This is an optimization exercise on Yosys and OpenROAD, whose aim is small area, a short achievable clock period and few clock cycles per item, not a production implementation.
The RTL was checked by simulation tests, not by an equivalence proof against the original design.

## flow/design.v (module list and top-level ports; edited modules follow where they fit)
// module perceptron_sigmoid: 8 lines
// module mlp_s1: 1162 lines
// module mlp_s2: 177 lines
// module mlp_l2: 186 lines
// module mlp_neuron: 19 lines
// module mlp_fa: 10 lines
// module MLP_RTL_IP_v1_0: 160 lines
module MLP_RTL_IP_v1_0 (
    ACLK,
    ARESETN,
    S_AXIS_TREADY,
    S_AXIS_TDATA,
    S_AXIS_TLAST,
    S_AXIS_TVALID,
    M_AXIS_TVALID,
    M_AXIS_TDATA,
    M_AXIS_TLAST,
    M_AXIS_TREADY
);
  // ...
==> flow/perceptron_sigmoid.mem <==
0c
0c
0c
0c
0d
0d
0d
0e
0e
0e
0f
0f
0f
10
10
10
11
11
12
12
12
13
13
14
14
15
15
15
16
16
17
17
18
18
19
1a
1a
1b
1b
1c
1c
1d
1e
1e
1f
20
20
21
22
22
23
24
24
25
26
27
27
28
29
2a
2b
2c
2c
2d
2e
2f
30
31
32
33
34
35
36
37
38
39
3a
3b
3c
3d
3e
3f
40
42
43
44
45
46
48
49
4a
4b
4c
4e
4f
50
52
53
54
56
57
58
5a
5b
5c
5e
5f
61
62
63
65
66
68
69
6b
6c
6e
6f
71
72
74
75
77
78
7a
7b
7d
7e
80
81
82
84
85
87
88
8a
8b
8d
8e
90
91
93
94
96
97
99
9a
9c
9d
9e
a0
a1
a3
a4
a5
a7
a8
a9
ab
ac
ad
af
b0
b1
b3
b4
b5
b6
b7
b9
ba
bb
bc
bd
bf
c0
c1
c2
c3
c4
c5
c6
c7
c8
c9
ca
cb
cc
cd
ce
cf
d0
d1
d2
d3
d3
d4
d5
d6
d7
d8
d8
d9
da
db
db
dc
dd
dd
de
df
df
e0
e1
e1
e2
e3
e3
e4
e4
e5
e5
e6
e7
e7
e8
e8
e9
e9
ea
ea
ea
eb
eb
ec
ec
ed
ed
ed
ee
ee
ef
ef
ef
f0
f0
f0
f1
f1
f1
f2
f2
f2
f3
f3
f3
==> flow/run.sh <==
#!/bin/bash
# synth_recipe.tcl (not shown) runs the flow's synth.tcl, then flattens the netlist and writes it again
# the make line also repeats each setting of config.mk as NAME=value (left out here)
make -C /OpenROAD-flow-scripts/flow DESIGN_CONFIG=/design/flow/config.mk WORK_HOME=/design/flow/orfs CLKGATE_MAP_FILE= SYNTH_SCRIPT=/design/flow/synth_recipe.tcl finish
==> flow/config.mk <==
export PLATFORM = sky130hd
export DESIGN_NAME = MLP_RTL_IP_v1_0
export DESIGN_NICKNAME = MLP_RTL_IP_v1_0
export VERILOG_FILES = /design/flow/design.v
export SDC_FILE = /design/flow/constraint.sdc
export NUM_CORES = 4
export LEC_CHECK = 0
export CAP_MARGIN = 20
export CORE_MARGIN = 2
export CORE_UTILIZATION = 40
export CTS_BUF_LIST = sky130_fd_sc_hd__clkbuf_16
export CTS_CLUSTER_DIAMETER = 80
export CTS_CLUSTER_SIZE = 30
export SETUP_SLACK_MARGIN = 3.0
export SLEW_MARGIN = 20
export SYNTH_HIERARCHICAL = 1
export SYNTH_MINIMUM_KEEP_SIZE = 0
==> flow/constraint.sdc <==
create_clock -name core_clock -period 6.0 [get_ports {ACLK}]
set_input_delay 1.2000 -clock core_clock [delete_from_list [all_inputs] [get_ports {ACLK}]]
set_output_delay 1.2000 -clock core_clock [all_outputs]
set_load 0.01 [all_outputs]
==> run_results.csv, run 1 <==
group,metric,value,unit
outcome,status,"no timing/DRC/antenna violations",
global_route,grt_max_degree,67,
global_route,antenna_found_initial,0,
final_layout,largest_register,"nu.r1",
clock_network,cts_buffers,26,
route,routed.top_layer,"met4",
final_layout,final_common_cell,"nor2_1",
critical_path,cp_slowest_cell,"fa_1",
floorplanning,pin_count,72,
final_layout,regArea,11000,µm²
sta,fin_crit_sh,0.493,
final_layout,buf_share,0.0289,
final_layout,instances_no_fill,3407,
yosys,ys_async_sr_fraction,0,
clock_network,htreeDepth,1,
final_layout,largest_reg_flops,101,
clock_network,clkTransAtPathRegs,0.11,ns
global_route,use_met2,0.328,
floorplanning,start_util,0.403,
clock_network,cts_setup_buffers,12,
yosys,synth_top_family_by_area,"adder cells",
final_layout,multi_input_area_share,0.536,
global_route,grt_first_pass_wirelength,119,mm
final_layout,fin_util,0.418,
yosys,synth_compound_area_frac,0.0631,
critical_path,r2r-end,"nu.r1[47]",
final_layout,numSequentialCells,493,
job,cap_violations,0,
Testbench counts, summed over its fixed seeds: cycles 2,160, items 1,024.
==> module mlp_neuron, before the edit <==
module mlp_neuron (
    input         clk,
    input  [55:0] xn,      
    input  [55:0] wn,      
    input  [8:0]  bias,    
    output [7:0]  s        
);
    reg  [100:0] r1;
    reg  [16:0] r2;
    wire [100:0] r1_d;
    wire [16:0] r2_d;
    mlp_s1 s1 (.xn(xn), .wn(wn), .bias(bias), .r(r1_d));
    mlp_s2 s2 (.r(r1), .y(r2_d));
    assign s = r2[16:9] + r2[8:1] + {7'd0, r2[0]};
    always @(posedge clk) begin
        r1 <= r1_d;
        r2 <= r2_d;
    end
endmodule
==> module MLP_RTL_IP_v1_0, before the edit <==
module MLP_RTL_IP_v1_0 (
    ACLK,
    ARESETN,
    S_AXIS_TREADY,
    S_AXIS_TDATA,
    S_AXIS_TLAST,
    S_AXIS_TVALID,
    M_AXIS_TVALID,
    M_AXIS_TDATA,
    M_AXIS_TLAST,
    M_AXIS_TREADY
);
    input         ACLK;
    input         ARESETN;
    output        S_AXIS_TREADY;
    input  [31:0] S_AXIS_TDATA;
    input         S_AXIS_TLAST;
    input         S_AXIS_TVALID;
    output        M_AXIS_TVALID;
    output [31:0] M_AXIS_TDATA;
    output        M_AXIS_TLAST;
    input         M_AXIS_TREADY;
    reg       par;       
    reg       run;       
    reg [2:0] wcnt;      
    reg       word1;     
    reg [2:0] cnt;       
    reg       ov;        
    wire take = ov & M_AXIS_TREADY;
    reg  rdy;            
    assign S_AXIS_TREADY = rdy;
    wire acc_in = S_AXIS_TVALID & rdy;
    wire [31:0] dn = ~S_AXIS_TDATA;
    wire       par_n   = ~par;
    wire       run_n   = run | (acc_in & ~run & wcnt == 3'd4);
    wire [2:0] wcnt_n  = wcnt + {2'd0, acc_in & ~run};
    wire       word1_n = word1 ^ (acc_in & run);
    wire [2:0] cnt_n   = cnt + {2'd0, acc_in & run & word1} - {2'd0, take};
    function rdy_of;
        input       run_x;
        input [2:0] wcnt_x;
        input       word1_x;
        input [2:0] cnt_x;
        begin
            if (!run_x)
                rdy_of = (wcnt_x == 3'd0 || wcnt_x == 3'd3) ? ~par_n : par_n;
            else if (word1_x)
                rdy_of = par_n & (cnt_x < 3'd5);
            else
                rdy_of = ~par_n;
        end
    endfunction
    wire       run_a   = run | (wcnt == 3'd4);
    wire [2:0] wcnt_a  = wcnt + {2'd0, ~run};
    wire       word1_a = word1 ^ run;
    wire [2:0] cnt_a   = cnt + {2'd0, run & word1};
    wire r00 = rdy_of(run,   wcnt,   word1,   cnt);
    wire r01 = rdy_of(run,   wcnt,   word1,   cnt - 3'd1);
    wire r10 = rdy_of(run_a, wcnt_a, word1_a, cnt_a);
    wire r11 = rdy_of(run_a, wcnt_a, word1_a, cnt_a - 3'd1);
    wire rdy_n = acc_in ? (take ? r11 : r10) : (take ? r01 : r00);
    wire ldw = ~run & rdy;
    reg [32:0] ra0, rb0;              
    reg [31:0] ra3, rb3;              
    reg [7:0]  b3;
    reg [7:0]  rac, rbc;              
    wire [32:0] f0 = {S_AXIS_TDATA[7], ~S_AXIS_TDATA[7], S_AXIS_TDATA[6:0], dn[31:8]};
    always @(posedge ACLK) begin
        ra0 <= rb0;
        rb0 <= (ldw & (wcnt == 3'd0 | wcnt == 3'd2)) ? f0 : ra0;
        ra3 <= (ldw & (wcnt == 3'd1 | wcnt == 3'd3)) ? dn : rb3;
        rb3 <= ra3;
        if (ldw & wcnt == 3'd4) begin
            rac <= S_AXIS_TDATA[15:8];
            rbc <= S_AXIS_TDATA[23:16];
        end else begin
            rac <= rbc;
            rbc <= rac;
        end
        if (ldw & wcnt == 3'd4) b3 <= S_AXIS_TDATA[7:0];
    end
    reg [31:0] xr0, xq;
    reg [23:0] xr1;
    always @(posedge ACLK) begin
        if (run & ~word1 & ~par) xr0 <= dn;
        if (par) xr1 <= dn[23:0];
        xq <= xr0;
    end
    wire [7:0] s;
    mlp_neuron nu (.clk(ACLK), .xn({xr1, xq}), .wn({ra3, ra0[23:0]}), .bias(ra0[32:24]),
                   .s(s));
    reg  [7:0] sa;       
    reg  [7:0] h;
    reg  [6:0] f;        
    wire       vh1 = f[4];
    wire       vh2 = f[5];
    wire       vq  = f[6];
    wire [7:0] g;
    always @(posedge ACLK) sa <= s;
    perceptron_sigmoid sig (.idx(sa), .val(g));
    always @(posedge ACLK) h <= g;
    reg  [15:0] ls, lc, pc;
    wire [15:0] ls_d, lc_d;
    wire [15:0] b3row = {7'd0, b3[7], ~b3[7], b3[6:0]};
    mlp_l2 l2u (.h(h), .c(rac), .base(vh2 ? ls : b3row), .ys(ls_d), .yc(lc_d));
    always @(posedge ACLK) begin
        ls <= ls_d;
        lc <= lc_d;
        pc <= lc;
    end
    wire [15:0] l2sum = ls + lc + pc;
    reg  [7:0] yo;
    reg  [7:0] q0, q1, q2, q3;
    reg  [3:0] wp, rp;   
    reg  [2:0] fc;       
    wire [7:0] y    = l2sum[15:8];
    wire       push = vq;
    wire       adv  = take | ~ov;               
    wire       pop  = adv & (fc != 3'd0);
    wire       qwr  = push & ~(adv & fc == 3'd0);
    wire [7:0] qh   = ({8{rp[0]}} & q0) | ({8{rp[1]}} & q1) |
                      ({8{rp[2]}} & q2) | ({8{rp[3]}} & q3);
    always @(posedge ACLK) begin
        if (qwr & wp[0]) q0 <= y;
        if (qwr & wp[1]) q1 <= y;
        if (qwr & wp[2]) q2 <= y;
        if (qwr & wp[3]) q3 <= y;
        if (adv) yo <= (fc != 3'd0) ? qh : y;
    end
    assign M_AXIS_TVALID = ov;
    assign M_AXIS_TLAST  = ov;
    assign M_AXIS_TDATA  = {24'd0, yo};
    always @(posedge ACLK) begin
        if (!ARESETN) begin
            par   <= 1'b0;
            run   <= 1'b0;
            wcnt  <= 3'd0;
            word1 <= 1'b0;
            cnt   <= 3'd0;
            rdy   <= 1'b1;
            f     <= 7'd0;
            ov    <= 1'b0;
            wp    <= 4'b0001;
            rp    <= 4'b0001;
            fc    <= 3'd0;
        end else begin
            par   <= par_n;
            run   <= run_n;
            wcnt  <= wcnt_n;
            word1 <= word1_n;
            cnt   <= cnt_n;
            rdy   <= rdy_n;
            f     <= {f[5:0], acc_in & run & word1};
            if (qwr) wp <= {wp[2:0], wp[3]};
            if (pop) rp <= {rp[2:0], rp[3]};
            fc <= fc + {2'd0, qwr} - {2'd0, pop};
            if (adv) ov <= push | (fc != 3'd0);
        end
    end
endmodule
==> inputs of run 2 (changes only) <==
--- a/flow/design.v
+++ b/flow/design.v
@@ -1546,3 +1546,4 @@
     mlp_s2 s2 (.r(r1), .y(r2_d));
-    assign s = r2[16:9] + r2[8:1] + {7'd0, r2[0]};
+    wire [8:0] sc = {r2[16:9], 1'b1} + {r2[8:1], r2[0]};    
+    assign s = sc[8:1];
     always @(posedge clk) begin
@@ -1609,3 +1610,3 @@
             else if (word1_x)
-                rdy_of = par_n & (cnt_x < 3'd5);
+                rdy_of = par_n & (cnt_x < 3'd4);
             else
@@ -1635,4 +1636,4 @@
         if (ldw & wcnt == 3'd4) begin
-            rac <= S_AXIS_TDATA[15:8];
-            rbc <= S_AXIS_TDATA[23:16];
+            rac <= S_AXIS_TDATA[23:16];
+            rbc <= S_AXIS_TDATA[15:8];
         end else begin
@@ -1653,11 +1654,8 @@
                    .s(s));
-    reg  [7:0] sa;       
     reg  [7:0] h;
-    reg  [6:0] f;        
-    wire       vh1 = f[4];
-    wire       vh2 = f[5];
-    wire       vq  = f[6];
+    reg  [5:0] f;        
+    wire       vh2 = f[4];
+    wire       vq  = f[5];
     wire [7:0] g;
-    always @(posedge ACLK) sa <= s;
-    perceptron_sigmoid sig (.idx(sa), .val(g));
+    perceptron_sigmoid sig (.idx(s), .val(g));
     always @(posedge ACLK) h <= g;
@@ -1674,5 +1672,5 @@
     reg  [7:0] yo;
-    reg  [7:0] q0, q1, q2, q3;
-    reg  [3:0] wp, rp;   
-    reg  [2:0] fc;       
+    reg  [7:0] q0, q1, q2;
+    reg  [2:0] wp, rp;   
+    reg  [1:0] fc;       
     wire [7:0] y    = l2sum[15:8];
@@ -1680,6 +1678,5 @@
     wire       adv  = take | ~ov;               
-    wire       pop  = adv & (fc != 3'd0);
-    wire       qwr  = push & ~(adv & fc == 3'd0);
-    wire [7:0] qh   = ({8{rp[0]}} & q0) | ({8{rp[1]}} & q1) |
-                      ({8{rp[2]}} & q2) | ({8{rp[3]}} & q3);
+    wire       pop  = adv & (fc != 2'd0);
+    wire       qwr  = push & ~(adv & fc == 2'd0);
+    wire [7:0] qh   = ({8{rp[0]}} & q0) | ({8{rp[1]}} & q1) | ({8{rp[2]}} & q2);
     always @(posedge ACLK) begin
@@ -1688,4 +1685,3 @@
         if (qwr & wp[2]) q2 <= y;
-        if (qwr & wp[3]) q3 <= y;
-        if (adv) yo <= (fc != 3'd0) ? qh : y;
+        if (adv) yo <= (fc != 2'd0) ? qh : y;
     end
@@ -1702,7 +1698,7 @@
             rdy   <= 1'b1;
-            f     <= 7'd0;
+            f     <= 6'd0;
             ov    <= 1'b0;
-            wp    <= 4'b0001;
-            rp    <= 4'b0001;
-            fc    <= 3'd0;
+            wp    <= 3'b001;
+            rp    <= 3'b001;
+            fc    <= 2'd0;
         end else begin
@@ -1714,7 +1710,7 @@
             rdy   <= rdy_n;
-            f     <= {f[5:0], acc_in & run & word1};
-            if (qwr) wp <= {wp[2:0], wp[3]};
-            if (pop) rp <= {rp[2:0], rp[3]};
-            fc <= fc + {2'd0, qwr} - {2'd0, pop};
-            if (adv) ov <= push | (fc != 3'd0);
+            f     <= {f[4:0], acc_in & run & word1};
+            if (qwr) wp <= {wp[1:0], wp[2]};
+            if (pop) rp <= {rp[1:0], rp[2]};
+            fc <= fc + {1'b0, qwr} - {1'b0, pop};
+            if (adv) ov <= push | (fc != 2'd0);
         end
--- a/flow/config.mk
+++ b/flow/config.mk
@@ -13,3 +13,3 @@
 export CTS_CLUSTER_SIZE = 30
-export SETUP_SLACK_MARGIN = 3.0
+export SETUP_SLACK_MARGIN = 3.15
 export SLEW_MARGIN = 20
==> run 2 against run 1 <==
Against the previous run:
- critical endpoint is now nu.r2[0]
- die area shrank 2.1%
- still clean
- synthesized cell count shrank 1.1%
- design area grew 1.6%
- cell count is the same
- first-iteration DRC count grew 18%
- flip-flop and latch count shrank 20
- highest routed layer unchanged
==> run_results.csv, run 2 <==
group,metric,value,unit
outcome,status,"no timing/DRC/antenna violations",
global_route,use_met3,0.0401,
hold_path,hold_depth,0,
sta,tns,0,ns
sta,max_freq,0.327,GHz
global_route,antenna_found_initial,3,
yosys,synth_area,29300,µm²
place,portBuffers,46,
floorplanning,dieArea,75400,µm²
floorplanning,fp.dieH,275,µm
yosys,yosys.area.top_type_share,0.328,
route,wirelength,79.2,mm
floorplanning,pin_count,72,
yosys,yosys_warnings,9,
floorplanning,start_util,0.403,
final_layout,largest_reg_flops,101,
yosys,synth-main-ff-cell,"dfxtp_1",
critical_path,slowest_delay,0.61,ns
critical_path,cp-end-kind,"register",
sta,fin_crit_sh,0.510,
sta,relSlewSlack,0.308,
global_route,grt_pass1_vias,19800,
global_route,grt_overflow,0,
yosys,synth.most_common_cell,"nor2_1",
route,post-route-drc-count,0,
final_layout,drive_gt1_frac,0.138,
global_route,top_usage_layer,"met2",
place,gp_congestion,0.953,
critical_path,cp_max_fo,2,
clock_network,cts_buffers,25,
sta,final_hold_viol_count,0,
clock_network,cts_hold_buf,0,
yosys,synthCells,2599,
clock_network,htreeDepth,1,
sta,rsz0062_at_grt,"true",
floorplanning,core_area,72700,µm²
route,via_count,18100,
critical_path,crit_type,"reg2reg",
hold_path,hold_path_class,"reg2reg",
critical_path,critical_path_arrival,3.46,ns
yosys,synth_cell_types,76,
route,dr.pass1.iters,6,
global_route,use_met2,0.358,
floorplanning,rows,99,
yosys,syn_avg_cell_area,11.3,µm²
sta,final.min_clock_period,3.06,ns
final_layout,largest_register,"nu.r1",
floorplanning,die_width,275,µm
place,hpwlAfterDp,60.7,mm
yosys,ys_async_sr_fraction,0,
clock_network,cts_root_buf,"clkbuf_16",
critical_path,reg2reg_depth,9,
yosys,synthTopCellsByCount,"nor2_1 (503), fa_1 (479), dfxtp_1 (377)",
route,drtIter0Drc,1546,
route,antenna_left,0,
clock_network,cts.sinks,473,
clock_network,cts_tree,"done",
final_layout,fin_util,0.434,
global_route,grt_max_degree,67,
clock_network,max-clock-path-buffers,3,
global_route,grt_first_pass_wirelength,120,mm
critical_path,cp-start-kind,"register",
yosys,synth_edf_count,96,
yosys,ys_seq_area_frac,0.356,
sta,fin_skew,0.0281,ns
global_route,use_met1,0.276,
final_layout,num-nets-final,3015,
sta,maxSlewViolCount,0,
final_layout,final_common_cell,"nor2_1",
clock_network,clkLatencyLatePin,0.62,ns
final_layout,syn_to_final_growth,7.74,%
clock_network,clkTransAtPathRegs,0.11,ns
yosys,synth-seq-cells,473,
critical_path,cp_slowest_cell,"fa_2",
sta,setup_viol,0,
route,wl_per_cell,23.2,µm
sta,worst_slew_pin_slew,1.04,ns
route,routed_via_density,5.31,
yosys,synth_area_leader_cell,"fa_1",
final_layout,final_cell_mix,"nor2_1 (480), fa_1 (462), dfxtp_1 (277), nand2_1 (132), o21ai_0 (110)",
yosys,synth.area.top_cells,"fa_1 (33%), dfxtp_1 (26%), edfxtp_1 (9.8%)",
critical_path,path_cells,"ha_4 > fa_1 > fa_1 > fa_2 > ha_4 > buf_4 > a21oi_1 > o21a_1 > o211ai_1",
final_layout,reg_top3,"nu.r1 (101), ra0 (33), rb0 (33)",
job,cap_violations,0,
global_route,grt_usage,0.214,
critical_path,cp.required,6.40,ns
[run 2: worst paths after layout]
kind | slack (ns) | to | start
max | 2.94 | nu.r2[0] | nu.r1[22]
min | 0.32 | ra0[1] | rb0[1]
max reg2reg | 2.94 | nu.r2[0] | nu.r1[22]
min reg2reg | 0.32 | ra0[1] | rb0[1]
[run 2: final cells by class]
cell class	count	area [µm²]
timing repair buffer	132	1560
sequential	473	10700
antenna	1	2.50
clock buffer	25	626
fill	6729	41200
clock inverter	20	300
tap	959	1200
inverter	63	246
multi-input combinational	1734	17000
[run 2: critical path: cells and delay by family (launching register included)]
family	cells	cell delay, ns
AO/OA/AOI/OAI	3	0.48
buffers and inverters	1	0.13
adder cells (fa/ha/maj)	5	1.91
flip-flops	1	0.35
[run 2: per-layer routing]
| layer | up-vias | wire (µm) |
|---|---|---|
| met5 | - | 0 |
| met4 | 0 | 3150 |
| met3 | 202 | 5770 |
| met2 | 790 | 38300 |
| met1 | 9327 | 32000 |
| li1 | 7772 | - |
[run 2: kinds of logic (layout without fill, tap and decap cells)]
family,count (synthesis),in the layout,synth area share
AND/OR/NAND/NOR,801,801,0.117
adder cells (fa/ha/maj),549,549,0.357
flip-flops,473,473,0.356
buffers and inverters,415,240,0.0830
AO/OA/AOI/OAI,301,301,0.0658
XOR/XNOR,40,40,0.0130
multiplexers,19,19,0.00774
other,1,25,0.000128
[run 2: what timing repair did]
action                                  CTS  global route
setup buffers                            53            17
resized for setup                       159           109
endpoints found under the setup margin   94            59
gates cloned                              7             1
pin swaps                                25            44
endpoints found under the hold margin     0             0
[run 2: Yosys stat by module, one instance, submodules excluded]
| module | times used | cells inside | flops+latches |
|---|---|---|---|
| mlp_l2 | 1 | 104 | 0 |
| MLP_RTL_IP_v1_0 | 1 | 882 | 355 |
| mlp_neuron | 1 | 158 | 118 |
| mlp_s1 | 1 | 663 | 0 |
| mlp_s2 | 1 | 48 | 0 |
| perceptron_sigmoid | 1 | 281 | 0 |
| mlp_fa | 463 | 1 | 0 |
[run 2: metrics by stage]
| stage | std cells | setup slack [ns] | area (µm²) | hold slack [ns] |
|---|---|---|---|---|
| floorplan | 2622 | 3.15 | 29400 | 0.310 |
| global placement | 3283 | 2.21 | 29000 | 0.310 |
| detailed placement | 3283 | 2.12 | 29000 | 0.312 |
| CTS | 3388 | 2.81 | 31000 | 0.331 |
| global route | 3406 | 2.86 | 31500 | 0.336 |
| finish | 3407 | 2.94 | 31500 | 0.325 |
Testbench counts of run 2, summed over its fixed seeds: cycles 2,152, items 1,024.
==> inputs of run 3 (changes only) <==
--- a/flow/config.mk
+++ b/flow/config.mk
@@ -13,3 +13,3 @@
 export CTS_CLUSTER_SIZE = 30
-export SETUP_SLACK_MARGIN = 3.15
+export SETUP_SLACK_MARGIN = 3.0
 export SLEW_MARGIN = 20
==> run 3 against run 2 <==
Against the previous run:
- synthesized cell count did not move
- routed wire length is 3.5% lower
- global-route usage decreased by 1.1 points
- core utilization decreased by 1.3 points
- still clean on timing, DRC and antenna
- non-clock buffer count fell by 40
- die area unchanged
- count of clock-buffer cells in the layout increased by 1
- critical path depth is 1 lower
- setup slack better by 0.037 ns
==> run_results.csv, run 3 <==
group,metric,value,unit
clock_network,max-clock-path-buffers,3,
clock_network,cts_buffers,25,
route,antenna_left,0,
yosys,synthCells,2599,
yosys,yosys_warnings,9,
sta,max_freq,0.330,GHz
route,wirelength,76.4,mm
floorplanning,core_area,72700,µm²
global_route,grt_pass1_vias,19500,
route,wl_per_cell,22.7,µm
place,dp.cells,3284,
route,routed_via_density,5.33,
place,portBuffers,46,
floorplanning,rows,99,
clock_network,cts_hold_buf,0,
clock_network,cts_root_buf,"clkbuf_16",
final_layout,num-fill-cells,6801,
final_layout,fin_util,0.421,
final_layout,reg_top3,"nu.r1 (101), ra0 (33), rb0 (33)",
final_layout,final_cell_mix,"nor2_1 (500), fa_1 (476), dfxtp_1 (309), nand2_1 (134), o21ai_0 (112)",
critical_path,slowest_delay,0.53,ns
sta,rsz0062_at_grt,"true",
critical_path,crit_type,"reg2reg",
clock_network,cts.sinks,473,
critical_path,cp-end-kind,"register",
final_layout,drive_gt1_frac,0.0864,
place,placed_area,28900,µm²
yosys,synth-seq-cells,473,
yosys,synth_compound_area_frac,0.0658,
critical_path,cp_max_fo,2,
final_layout,num-nets-final,2975,
yosys,synth_fa_ha_area_frac,0.357,
route,drtIter0Drc,1654,
final_layout,largest_reg_flops,101,
floorplanning,fp.dieH,275,µm
hold_path,hold_path_class,"reg2reg",
route,route.met2.wl,36.6,mm
yosys,synth_area_leader_cell,"fa_1",
final_layout,final_area,30600,µm²
sta,maxSlewViolCount,0,
yosys,synth-main-ff-cell,"dfxtp_1",
job,cap_violations,0,
final_layout,instances_no_fill,3367,
floorplanning,dieArea,75400,µm²
sta,relSlewSlack,0.315,
floorplanning,pin_count,72,
global_route,grt_max_degree,68,
yosys,synth.area.top_cells,"fa_1 (33%), dfxtp_1 (26%), edfxtp_1 (9.8%)",
critical_path,critical_path_arrival,3.48,ns
yosys,synth_top_family_by_area,"adder cells",
route,dr_wl_met3,5.17,mm
global_route,grt_first_pass_wirelength,116,mm
place,gp_congestion,0.952,
yosys,synth_edf_count,96,
route,dr.pass1.iters,6,
critical_path,cp-start-kind,"register",
sta,worst_slew_pin_slew,1.03,ns
yosys,muxShareOfSynthArea,0.00774,
final_layout,largest_register,"nu.r1",
sta,final_hold_viol_count,0,
route,post-route-drc-count,0,
floorplanning,die_width,275,µm
sta,setup_ws,2.97,ns
yosys,ys_async_sr_fraction,0,
clock_network,htreeDepth,1,
route,via_count,18000,
sta,fin_skew,0.0543,ns
critical_path,cp_slowest_cell,"fa_1",
sta,setup_viol,0,
global_route,antenna_found_initial,2,
sta,final.min_clock_period,3.03,ns
yosys,yosys.area.top_type_share,0.328,
yosys,synth_area,29300,µm²
yosys,synth.most_common_cell,"nor2_1",
yosys,synth_simple_gate_area_frac,0.117,
place,dp_slack,2.17,ns
yosys,synth_cell_types,76,
sta,fin_crit_sh,0.504,
yosys,synthTopCellsByCount,"nor2_1 (503), fa_1 (479), dfxtp_1 (377)",
global_route,grt_usage,0.203,
clock_network,cts_tree,"done",
route,routed.top_layer,"met4",
sta,tns,0,ns
yosys,syn_avg_cell_area,11.3,µm²
clock_network,clkLatencyLatePin,0.63,ns
place,hpwlAfterDp,59.4,mm
final_layout,final_common_cell,"nor2_1",
global_route,grt_overflow,0,
yosys,synth-xor-area-share,0.0130,
final_layout,syn_to_final_growth,4.56,%
outcome,status,"no timing/DRC/antenna violations",
clock_network,clkTransAtPathRegs,0.11,ns
yosys,ys_seq_area_frac,0.356,
floorplanning,start_util,0.403,
critical_path,path_cells,"ha_4 > fa_2 > fa_1 > fa_2 > ha_4 > and4_4 > nand2_1 > o211ai_1",
route,met1_length,31.4,mm
critical_path,cp.required,6.46,ns
## run 3: final timing paths
kind	from	to	slack, ns	cells past startpoint
hold / removal	rb0[18]	ra0[18]	0.32	0
setup / recovery	nu.r1[21]	nu.r2[0]	2.97	8
setup reg to reg	nu.r1[21]	nu.r2[0]	2.97	8
hold reg to reg	rb0[18]	ra0[18]	0.32	0
## run 3: layout make-up
type                       instances  area [µm²]  share of cell area
timing repair buffer              92        1050              0.0343
tap                              959        1200              0.0392
multi-input combinational       1734       16700               0.545
clock inverter                    19         269             0.00879
clock buffer                      26         651              0.0213
inverter                          63         249             0.00813
antenna                            1        2.50           0.0000818
sequential                       473       10500               0.344
## run 3: modules after synthesis (local to each module, per instance), a selection
module	copies in the design	cell area, µm²	cells inside	flops+latches
mlp_l2	1	741	104	0
MLP_RTL_IP_v1_0	1	11300	882	355
mlp_fa	463	20.0	1	0
mlp_neuron	1	2690	158	118
perceptron_sigmoid	1	1760	281	0
mlp_s2	1	427	48	0
## run 3: timing repair
action	in CTS	in global routing
setup buffers	15	16
gates resized for setup	58	56
endpoints found under the setup margin	33	31
pin swaps	7	6
gates cloned	3	3
## run 3: metal layers
metal / GRT usage / vias to the layer above
li1: - / 7700
met1: 0.264 / 9208
met2: 0.346 / 821
met3: 0.0297 / 230
met4: 0.0755 / 0
met5: 0 / -
## run 3: cells by family after synthesis
logic type | count (synthesis)
adder cells (fa/ha/maj) | 549
AND/OR/NAND/NOR | 801
other | 1
AO/OA/AOI/OAI | 301
multiplexers | 19
flip-flops | 473
XOR/XNOR | 40
buffers and inverters | 415
## run 3: worst max-delay path: cells and delay by family (launching register included)
kind	cells	cell delay, ns
flip-flops	1	0.34
AO/OA/AOI/OAI	1	0.37
AND/OR/NAND/NOR	2	0.26
adder cells (fa/ha/maj)	5	1.88
## run 3: per-stage QoR
stage / hold WS [ns]
final: 0.317
after global routing: 0.317
after CTS: 0.319
after detailed placement: 0.312
after global placement: 0.310
after floorplan: 0.310
==> inputs of run 4 (changes only) <==
--- a/flow/config.mk
+++ b/flow/config.mk
@@ -9,3 +9,3 @@
 export CORE_MARGIN = 2
-export CORE_UTILIZATION = 40
+export CORE_UTILIZATION = 47
 export CTS_BUF_LIST = sky130_fd_sc_hd__clkbuf_16
==> run 4 against run 3 <==
Against the previous run:
- routed wire length fell by 2.5%
- die area fell by 15%
- cell count fell by 3.6%
- clock skew fell by 0.021 ns
==> run_results.csv, run 4 <==
group,metric,value,unit
yosys,ys_seq_area_frac,0.356,
critical_path,slowest_delay,0.63,ns
route,wirelength,74.4,mm
place,placed_area,28800,µm²
critical_path,crit_type,"reg2reg",
clock_network,htreeDepth,1,
yosys,synth-main-ff-cell,"dfxtp_1",
critical_path,cp.required,6.49,ns
floorplanning,rows,91,
route,via_count,17600,
sta,rsz0062_at_grt,"true",
final_layout,drive_gt1_frac,0.0830,
sta,setup_viol,0,
global_route,grt_pass1_vias,19100,
route,post-route-drc-count,0,
hold_path,hold_path_class,"reg2reg",
yosys,synth_area_leader_cell,"fa_1",
yosys,synth.most_common_cell,"nor2_1",
critical_path,crit_family,"adder cells",
route,antenna_left,0,
yosys,synth_cell_types,76,
critical_path,cp_slowest_cell,"dfxtp_1",
final_layout,largest_reg_flops,101,
critical_path,cp_num_buf_inv,0,
sta,worst_slew_pin_slew,1.06,ns
final_layout,final_area,30400,µm²
sta,tns,0,ns
sta,fin_hold_ws,0.332,ns
yosys,synth_simple_gate_area_frac,0.117,
final_layout,reg_top3,"nu.r1 (101), ra0 (33), rb0 (33)",
floorplanning,dieArea,64300,µm²
clock_network,cts_buffers,24,
critical_path,critical_path_arrival,3.48,ns
floorplanning,core_area,61600,µm²
yosys,ys_async_sr_fraction,0,
final_layout,num-fill-cells,5493,
yosys,synthTopCellsByCount,"nor2_1 (503), fa_1 (479), dfxtp_1 (377)",
sta,fin_crit_sh,0.500,
sta,max_freq,0.334,GHz
final_layout,num-nets-final,2979,
final_layout,syn_to_final_growth,3.95,%
yosys,muxShareOfSynthArea,0.00774,
critical_path,cp_max_fo,8,
yosys,yosys.area.top_type_share,0.328,
critical_path,cp-end-kind,"register",
global_route,grt_overflow,0,
sta,final.min_clock_period,3.00,ns
yosys,synth_top_family_by_area,"adder cells",
global_route,antenna_found_initial,1,
floorplanning,pin_count,72,
critical_path,critical_path.most_common_cell,"fa_1",
floorplanning,die_width,254,µm
yosys,synth_area,29300,µm²
yosys,synth-xor-area-share,0.0130,
yosys,synthCells,2599,
sta,final_hold_viol_count,0,
clock_network,cts_root_buf,"clkbuf_16",
clock_network,cts.sinks,473,
final_layout,final_cell_mix,"nor2_1 (499), fa_1 (476), dfxtp_1 (317), nand2_1 (134), o21ai_0 (112)",
sta,fin_skew,0.0328,ns
final_layout,final_common_cell,"nor2_1",
global_route,grt_first_pass_wirelength,115,mm
place,hpwlAfterDp,58.6,mm
route,dr.pass1.iters,8,
critical_path,path_cells,"nor2_1 > fa_1 > fa_1 > fa_1 > fa_1",
yosys,synth_compound_area_frac,0.0658,
yosys,synth_fa_ha_area_frac,0.357,
clock_network,max-clock-path-buffers,3,
yosys,yosys_warnings,9,
clock_network,clkTransAtPathRegs,0.11,ns
global_route,grt_max_degree,69,
yosys,syn_avg_cell_area,11.3,µm²
yosys,synth-seq-cells,473,
yosys,synth_edf_count,96,
outcome,status,"no timing/DRC/antenna violations",
clock_network,cts_tree,"done",
place,portBuffers,46,
job,cap_violations,0,
final_layout,regArea,10500,µm²
global_route,grt_usage,0.239,
clock_network,clkLatencyLatePin,0.62,ns
floorplanning,fp.dieH,254,µm
route,drtIter0Drc,1361,
floorplanning,start_util,0.475,
route,routed_via_density,5.42,
sta,relSlewSlack,0.295,
sta,maxSlewViolCount,0,
route,wl_per_cell,22.9,µm
final_layout,diodes,0,
place,gp_congestion,0.971,
final_layout,multiInputGateArea,16700,µm²
critical_path,cp-start-kind,"register",
final_layout,largest_register,"nu.r1",
yosys,synth.area.top_cells,"fa_1 (33%), dfxtp_1 (26%), edfxtp_1 (9.8%)",
[run 4: cell counts after synthesis]
No cell type changed its count.
[run 4: area by class of cell]
cell class | instances | share of cell area
Tap cell | 837 | 0.0344
Clock inverter | 19 | 0.00847
Inverter | 63 | 0.00810
Sequential cell | 473 | 0.345
Timing Repair Buffer | 97 | 0.0359
Multi-Input combinational cell | 1734 | 0.548
Clock buffer | 24 | 0.0197
[run 4: logic make-up after synthesis]
kind of cell	Yosys count
buffers and inverters	415
AND/OR/NAND/NOR	801
other	1
flip-flops	473
XOR/XNOR	40
adder cells (fa/ha/maj)	549
multiplexers	19
AO/OA/AOI/OAI	301
[run 4: path summary, 6_finish.rpt]
| check | start | end | slack (ns) | cells past startpoint |
|---|---|---|---|---|
| hold reg to reg | rb0[1] | ra0[1] | 0.33 | 0 |
| hold / removal | rb0[1] | ra0[1] | 0.33 | 0 |
| setup reg to reg | xq[3] | nu.r1[47] | 3.00 | 5 |
| setup / recovery | xq[3] | nu.r1[47] | 3.00 | 5 |
[run 4: worst register-to-register path: stages, from the launching register on]
cell     delay, ns
dfxtp_1       0.63
nor2_1        0.14
fa_1          0.58
fa_1          0.47
fa_1          0.61
fa_1          0.45
[run 4: through the flow]
stage | setup slack (ns) | cells | utilization
final | 3.00 | 3247 | 0.494
after global routing | 2.87 | 3247 | 0.494
after CTS | 2.91 | 3230 | 0.489
after detailed placement | 2.30 | 3161 | 0.467
after global placement | 2.26 | 3161 | 0.467
after floorplan | 3.01 | 2622 | -
[run 4: modules after synthesis, one instance, submodules excluded]
module / cell area [µm²] / cells inside / flops+latches
perceptron_sigmoid: 1760 / 281 / 0
mlp_l2: 741 / 104 / 0
mlp_s2: 427 / 48 / 0
mlp_s1: 3050 / 663 / 0
MLP_RTL_IP_v1_0: 11300 / 882 / 355
mlp_fa: 20.0 / 1 / 0
mlp_neuron: 2690 / 158 / 118
[run 4: routing by layer]
metal	routed length, µm	track usage
met2	35300	0.400
met3	4920	0.0396
met5	0	0
met1	31200	0.316
met4	2990	0.0852
[run 4: timing repair]
action                     4_1_cts  5_1_grt
pin swaps                        8        3
setup endpoints to repair       37       52
cloned                           2        0
hold buffers                     0        0
gates resized for setup         47       57
setup buffers                   24       17
==> inputs of run 5 (changes only) <==
--- a/flow/config.mk
+++ b/flow/config.mk
@@ -9,3 +9,3 @@
 export CORE_MARGIN = 2
-export CORE_UTILIZATION = 47
+export CORE_UTILIZATION = 35
 export CTS_BUF_LIST = sky130_fd_sc_hd__clkbuf_16
==> run 5 against run 4 <==
Against the previous run:
- still clean
- non-clock buffer count rose by 17
- area after synthesis did not move
- first-iteration DRC count rose by 25%
- clock skew increased by 0.0075 ns
- hold slack lost 0.0079 ns
- core utilization shrank 12 points
- highest routed layer is now met5
- largest cell class unchanged
==> run_results.csv, run 5 <==
group,metric,value,unit
clock_network,cts.sinks,473,
floorplanning,dieArea,86000,µm²
final_layout,largest_register,"nu.r1",
floorplanning,pin_count,72,
yosys,synth-seq-cells,473,
clock_network,max-clock-path-buffers,3,
sta,setup_viol,0,
sta,relSlewSlack,0.315,
sta,maxSlewViolCount,0,
floorplanning,core_area,83300,µm²
global_route,grt_max_degree,69,
place,gp_congestion,0.965,
yosys,synthTopCellsByCount,"nor2_1 (503), fa_1 (479), dfxtp_1 (377)",
yosys,synth_area_leader_cell,"fa_1",
route,wl_per_cell,21.1,µm
clock_network,clkLatencyLatePin,0.59,ns
place,dp.cells,3406,
yosys,synth_cell_types,76,
sta,worst_slew_pin_slew,1.03,ns
yosys,syn_avg_cell_area,11.3,µm²
place,hpwlAfterDp,56.4,mm
yosys,yosys_warnings,9,
floorplanning,die_width,293,µm
route,dr.pass1.iters,6,
place,portBuffers,46,
clock_network,cts_hold_buf,0,
floorplanning,rows,106,
sta,fin_crit_sh,0.494,
route,routed_via_density,5.08,
final_layout,drive_gt1_frac,0.0830,
yosys,synth_area,29300,µm²
global_route,antenna_found_initial,1,
final_layout,regArea,10500,µm²
critical_path,rrSetupSlack,3.04,ns
route,via_count,17800,
final_layout,instances_no_fill,3504,
clock_network,cts_buffers,22,
route,post-route-drc-count,0,
sta,rsz0062_at_grt,"true",
final_layout,largest_reg_flops,101,
sta,setup_ws,3.04,ns
final_layout,syn_to_final_growth,5.05,%
global_route,grt_first_pass_wirelength,112,mm
sta,fin_skew,0.0403,ns
clock_network,htreeDepth,1,
outcome,status,"no timing/DRC/antenna violations",
critical_path,cp.required,6.47,ns
sta,final.min_clock_period,2.96,ns
clock_network,cts_tree,"done",
sta,max_freq,0.337,GHz
critical_path,critical_path_arrival,3.43,ns
final_layout,final_cell_mix,"nor2_1 (500), fa_1 (478), dfxtp_1 (328), nand2_1 (134), o21ai_0 (113)",
floorplanning,start_util,0.351,
yosys,synth.most_common_cell,"nor2_1",
final_layout,num-fill-cells,8101,
final_layout,num-nets-final,2994,
critical_path,reg2reg_depth,5,
route,wirelength,73.9,mm
yosys,synth.area.top_cells,"fa_1 (33%), dfxtp_1 (26%), edfxtp_1 (9.8%)",
route,antenna_left,0,
floorplanning,fp.dieH,293,µm
final_layout,multiInputGateArea,16700,µm²
sta,fin_hold_ws,0.324,ns
clock_network,clkTransAtPathRegs,0.11,ns
yosys,yosys.area.top_type_share,0.328,
hold_path,hold_path_class,"reg2reg",
yosys,synth-main-ff-cell,"dfxtp_1",
yosys,synthCells,2599,
critical_path,crit_type,"reg2reg",
global_route,grt_pass1_vias,18400,
global_route,grt_overflow,0,
clock_network,cts_root_buf,"clkbuf_16",
sta,tns,0,ns
yosys,synth_edf_count,96,
critical_path,cp-end-kind,"register",
global_route,grt_usage,0.172,
critical_path,cp-start-kind,"register",
critical_path,cp_max_fo,8,
route,drtIter0Drc,1707,
hold_path,hold_depth,0,
yosys,ys_seq_area_frac,0.356,
place,dp_slack,2.36,ns
sta,final_hold_viol_count,0,
job,cap_violations,0,
yosys,ys_async_sr_fraction,0,
final_layout,reg_top3,"nu.r1 (101), ra0 (33), rb0 (33)",
final_layout,final_common_cell,"nor2_1",
## run 5: repair_timing
item / in CTS / in global routing
setup buffers: 22 / 30
gates resized for setup: 43 / 55
endpoints found under the setup margin: 27 / 39
hold endpoints to repair: 0 / 0
pin swaps: 3 / 15
cloned: 2 / 4
## run 5: cells by family after synthesis
logic type | after synthesis | share of synthesized area
flops | 473 | 0.356
other cells | 1 | 0.000128
compound gates | 301 | 0.0658
xor+xnor | 40 | 0.0130
simple gates | 801 | 0.117
buf+inv | 415 | 0.0830
fa+ha+maj | 549 | 0.357
mux | 19 | 0.00774
## run 5: critical path, stage by stage, from the launching register on
cell,delay (ns)
edfxtp_1,0.70
nor2_1,0.11
fa_1,0.43
fa_1,0.51
fa_1,0.64
fa_1,0.45
## run 5: routing by layer
metal  track usage  share of wire  vias up
li1              -              -     7724
met1         0.236           0.43     9088
met2         0.276           0.45      811
met3        0.0396          0.085      165
met4        0.0436          0.031        2
met5             0        0.00016        -
## run 5: through the flow
step                cell area [µm²]   util
finish                        30800  0.369
global route                  30800  0.369
CTS                           30200  0.363
detailed placement            29100  0.349
global placement              29100  0.349
floorplan                     29400      -
## run 5: path summary, 6_finish.rpt
kind,start,end
setup / recovery,xr1[20],nu.r1[47]
hold / removal,rb0[23],ra0[23]
setup reg to reg,xr1[20],nu.r1[47]
hold reg to reg,rb0[23],ra0[23]
## run 5: cell type report
type | count | share of cell area
tap | 1080 | 0.0439
inverter | 63 | 0.00814
timing repair buffer | 114 | 0.0409
clock buffer | 24 | 0.0195
antenna | 1 | 0.0000814
sequential | 473 | 0.341
clock inverter | 15 | 0.00443
multi-input combinational | 1734 | 0.542
## run 5: modules after synthesis (local to each module, per instance)
module | area [µm²] | cells inside | copies in the design
MLP_RTL_IP_v1_0 | 11300 | 882 | 1
mlp_s1 | 3050 | 663 | 1
mlp_neuron | 2690 | 158 | 1
perceptron_sigmoid | 1760 | 281 | 1
mlp_l2 | 741 | 104 | 1
mlp_s2 | 427 | 48 | 1
mlp_fa | 20.0 | 1 | 463

-- static timing again, ports no longer ideal --
In the flow no input, the clock included, has a driving cell. The finished layouts below were timed again as built, in two steps. Step 1: set_driving_cell puts a clkbuf_16 on ACLK and a buf_2 on each other input, an assumption about the parent block. Step 2 times the ports against the registers' clock, not the clock port: input delays grow and output delays shrink by t, the midpoint of the rising clock arrivals with the driver on. Three values: ideal, step 1, step 2; two values: the first two.
| run | t, ns | setup WS [ns] | worst setup path at the end | worst data-port slew with drivers (ns) | cell pins on the clock port's net |
|---|---|---|---|---|---|
| run 1 | 0.681 | 3.045 / 3.045 / 2.652 | input to register | 0.07 | 1 |
| run 2 | 0.665 | 2.937 / 2.937 / 2.658 | input to register | 0.08 | 1 |
| run 3 | 0.657 | 2.974 / 2.974 / 2.588 | input to register | 0.07 | 1 |
| run 4 | 0.661 | 3.003 / 3.003 / 2.569 | input to register | 0.05 | 1 |
| run 5 | 0.629 | 3.036 / 3.036 / 2.564 | input to register | 0.13 | 1 |
After both steps setup and hold are still met in every run listed. The setup slack of run 5, which loses most, moves by 0.000 ns with the drivers and by -0.472 ns with both steps.
